From an optimization exercise on the open Yosys and OpenROAD flow, aimed at small area; shortcuts taken in it are not production practice.
Only simulation tests tie the RTL to the original design; equivalence was not proved.
No driver is modelled on the clock port, so clock power and skew are understated where the tree is cut down; a real chip needs a root buffer or a tree.
No activity file was given, so power comes from the tool's default toggle rates.

==> flow/design.v (excerpt) <==
module uart_fifo_ctrl(
	input wire clk,
	input wire rst,
	input wire rx,
	output wire tx
);
export LEC_CHECK = 0
export CAP_MARGIN = 20
export CORE_MARGIN = 2
export CORE_UTILIZATION = 80
export SLEW_MARGIN = 20
create_clock -name core_clock -period 10.0 [get_ports {clk}]
standard.sh (not shown) runs the stock make flow with config.mk's settings and CLKGATE_MAP_FILE= SYNTH_SCRIPT=/design/flow/synth_recipe.tcl, a recipe that flattens the netlist after the stock synthesis.
==> flow/flow/run.sh <==
#!/bin/bash
# Standard layout (standard.sh) with these changes:
#  - synthesis uses an area-oriented abc script (flow/synth.tcl,
#    flow/abc_area.script) in place of ORFS's abc_speed.script;
#  - after floorplanning, combinational cells are set to their smallest
#    drive strength (downsize.tcl); placement's repair sizes up where needed;
#  - ports are buffered with buf_1 cells;
#  - the clock tree is built by manual_cts.tcl: one root buffer driving 17
#    leaf buffers, each at the centre of an equal-sized group of flip-flops.
# Each tool's output is in the ORFS logs under orfs/logs; make's own output
# is in standard_flow.log.
set -euo pipefail
W=$PWD
F=$W/flow
rm -rf "$W/area_scripts"
cp -r "$FLOW_HOME/scripts" "$W/area_scripts"
cp "$F/abc_area.script" "$W/area_scripts/abc_speed.script"
export AREA_SCRIPTS_DIR=$W/area_scripts
export POST_FLOORPLAN_TCL=$F/downsize.tcl
export PRE_CTS_TCL=$F/manual_cts.tcl
export BUFFER_PORTS_ARGS="-buffer_cell sky130_fd_sc_hd__buf_1"
export MCTS_N=17 MCTS_ROOTS=1 MCTS_CELL=sky130_fd_sc_hd__clkbuf_4 MCTS_ROOT=sky130_fd_sc_hd__clkbuf_8
bash standard.sh SYNTH_SCRIPT="$F/synth.tcl" finish > standard_flow.log 2>&1
==> flow/flow/manual_cts.tcl <==
set mcts_n $::env(MCTS_N)
set block [ord::get_db_block]
set db [ord::get_db]
set clk_net [$block findNet clk]

proc mcts_split {pts n} {
  # pts: list of {x y iterm}; returns a list of n groups
  if {$n <= 1} { return [list $pts] }
  set n1 [expr {$n / 2}]
  set n2 [expr {$n - $n1}]
  set xs [lsort -real [lmap p $pts {lindex $p 0}]]
  set ys [lsort -real [lmap p $pts {lindex $p 1}]]
  set idx [expr {[string is double [lindex $xs end]] ? 0 : 0}]
  if {[lindex $xs end] - [lindex $xs 0] >= [lindex $ys end] - [lindex $ys 0]} { set idx 0 } else { set idx 1 }
  set s [lsort -real -index $idx $pts]
  set k [expr {int(round(double([llength $pts]) * $n1 / $n))}]
  return [concat [mcts_split [lrange $s 0 [expr {$k - 1}]] $n1] [mcts_split [lrange $s $k end] $n2]]
}

proc mcts_buffer {block db cell name in_net out_net x y} {
  set master [$db findMaster $cell]
  set inst [odb::dbInst_create $block $master $name]
  $inst setLocation [expr {int($x)}] [expr {int($y)}]
  $inst setPlacementStatus PLACED
  foreach mt [$master getMTerms] {
    if {[$mt getSigType] == "POWER" || [$mt getSigType] == "GROUND"} continue
    if {[$mt getIoType] == "INPUT"} { [$inst findITerm [$mt getName]] connect $in_net }
    if {[$mt getIoType] == "OUTPUT"} { [$inst findITerm [$mt getName]] connect $out_net }
  }
  return $inst
}

set pts {}
foreach it [$clk_net getITerms] {
  set bb [[$it getInst] getBBox]
  lappend pts [list [expr {([$bb xMin] + [$bb xMax]) / 2.0}] [expr {([$bb yMin] + [$bb yMax]) / 2.0}] $it]
}
puts "manual cts: [llength $pts] sinks, $mcts_n buffers of $::env(MCTS_CELL)"
set groups [mcts_split $pts $mcts_n]
# Leaf buffers come in bisection order, so consecutive leaves are near each
# other; with roots, each of the MCTS_ROOTS root buffers drives one run of
# consecutive leaves.
set n_roots [expr {$mcts_n > 4 ? (([info exists ::env(MCTS_ROOTS)] && $::env(MCTS_ROOTS) ne "") ? $::env(MCTS_ROOTS) : 1) : 0}]
set leaf_src {}
for {set r 0} {$r < $n_roots} {incr r} {
  set net [odb::dbNet_create $block "clknet_m_root_$r"]
  $net setSigType CLOCK
  lappend root_nets $net
}
set k 0
array unset leaf_xy
foreach g $groups {
  set sx 0; set sy 0
  foreach p $g { set sx [expr {$sx + [lindex $p 0]}]; set sy [expr {$sy + [lindex $p 1]}] }
  set x [expr {$sx / [llength $g]}]; set y [expr {$sy / [llength $g]}]
  set net [odb::dbNet_create $block "clknet_m_$k"]
  $net setSigType CLOCK
  foreach p $g { set it [lindex $p 2]; $it disconnect; $it connect $net }
  if {$n_roots > 0} {
    set r [expr {$k * $n_roots / $mcts_n}]
    set src [lindex $root_nets $r]
    lappend leaf_xy($r) [list $x $y]
  } else {
    set src $clk_net
  }
  mcts_buffer $block $db $::env(MCTS_CELL) "clkbuf_m_$k" $src $net $x $y
  puts "  buffer $k at $x $y drives [llength $g] sinks"
  incr k
}
for {set r 0} {$r < $n_roots} {incr r} {
  set sx 0; set sy 0
  foreach p $leaf_xy($r) { set sx [expr {$sx + [lindex $p 0]}]; set sy [expr {$sy + [lindex $p 1]}] }
  set n [llength $leaf_xy($r)]
  mcts_buffer $block $db $::env(MCTS_ROOT) "clkbuf_m_root_$r" $clk_net [lindex $root_nets $r] [expr {$sx / $n}] [expr {$sy / $n}]
  puts "  root buffer $r drives $n leaf buffers"
}
rename clock_tree_synthesis orig_clock_tree_synthesis
proc clock_tree_synthesis {args} { puts "clock_tree_synthesis replaced by the manual tree" }
Other scripts of this flow, unchanged in this note and not shown: flow/flow/abc_area.script, flow/flow/downsize.tcl, flow/flow/synth.tcl
Change:
--- a/flow/flow/run.sh
+++ b/flow/flow/run.sh
@@ -8 +8 @@
-#  - the clock tree is built by manual_cts.tcl: one root buffer driving 17
+#  - the clock tree is built by manual_cts.tcl: one root buffer driving 18
@@ -22 +22 @@
-export MCTS_N=17 MCTS_ROOTS=1 MCTS_CELL=sky130_fd_sc_hd__clkbuf_4 MCTS_ROOT=sky130_fd_sc_hd__clkbuf_8
+export MCTS_N=18 MCTS_ROOTS=1 MCTS_CELL=sky130_fd_sc_hd__clkbuf_4 MCTS_ROOT=sky130_fd_sc_hd__clkbuf_8
- CORE_UTILIZATION: 80 -> 70
- synthesized cell count stays the same
- total power falls by 4.4%
- fmax rose by 4.0%
- register-to-register slack improves by 0.23 ns
- sequential power is about the same
- routed wire length is lower by 32%
- sequential share of layout area is lower by 0.22 points
- worst hold slack loses 0.0040 ns
No run of this note takes its clock network from TritonCTS; it comes from the design's own scripts or RTL.

[re-timing with driven ports]
Ports are ideal in the flow. The routed layouts listed here were re-timed in OpenROAD. Step 1, drivers: a clkbuf_16 drives clk and a buf_2 each remaining input, both assumed. Step 2 also shifts input and output timing later by t, the mid clock arrival at the registers, as if the neighbouring blocks saw the same clock. a / b / c = no drivers / after step 1 / after step 2; a / b = the first two.
run | t, ns | setup WS [ns] | worst setup path at the end | worst register clock-pin slew, ns | worst data-port slew with drivers (ns)
the first run | 0.438 | 5.906 / 5.879 / 6.317 | register to output | 0.12 / 0.12 | 0.05
the second run | 0.430 | 6.064 / 6.036 / 6.466 | register to output | 0.10 / 0.10 | 0.03
After both steps setup and hold are still met in every run listed.
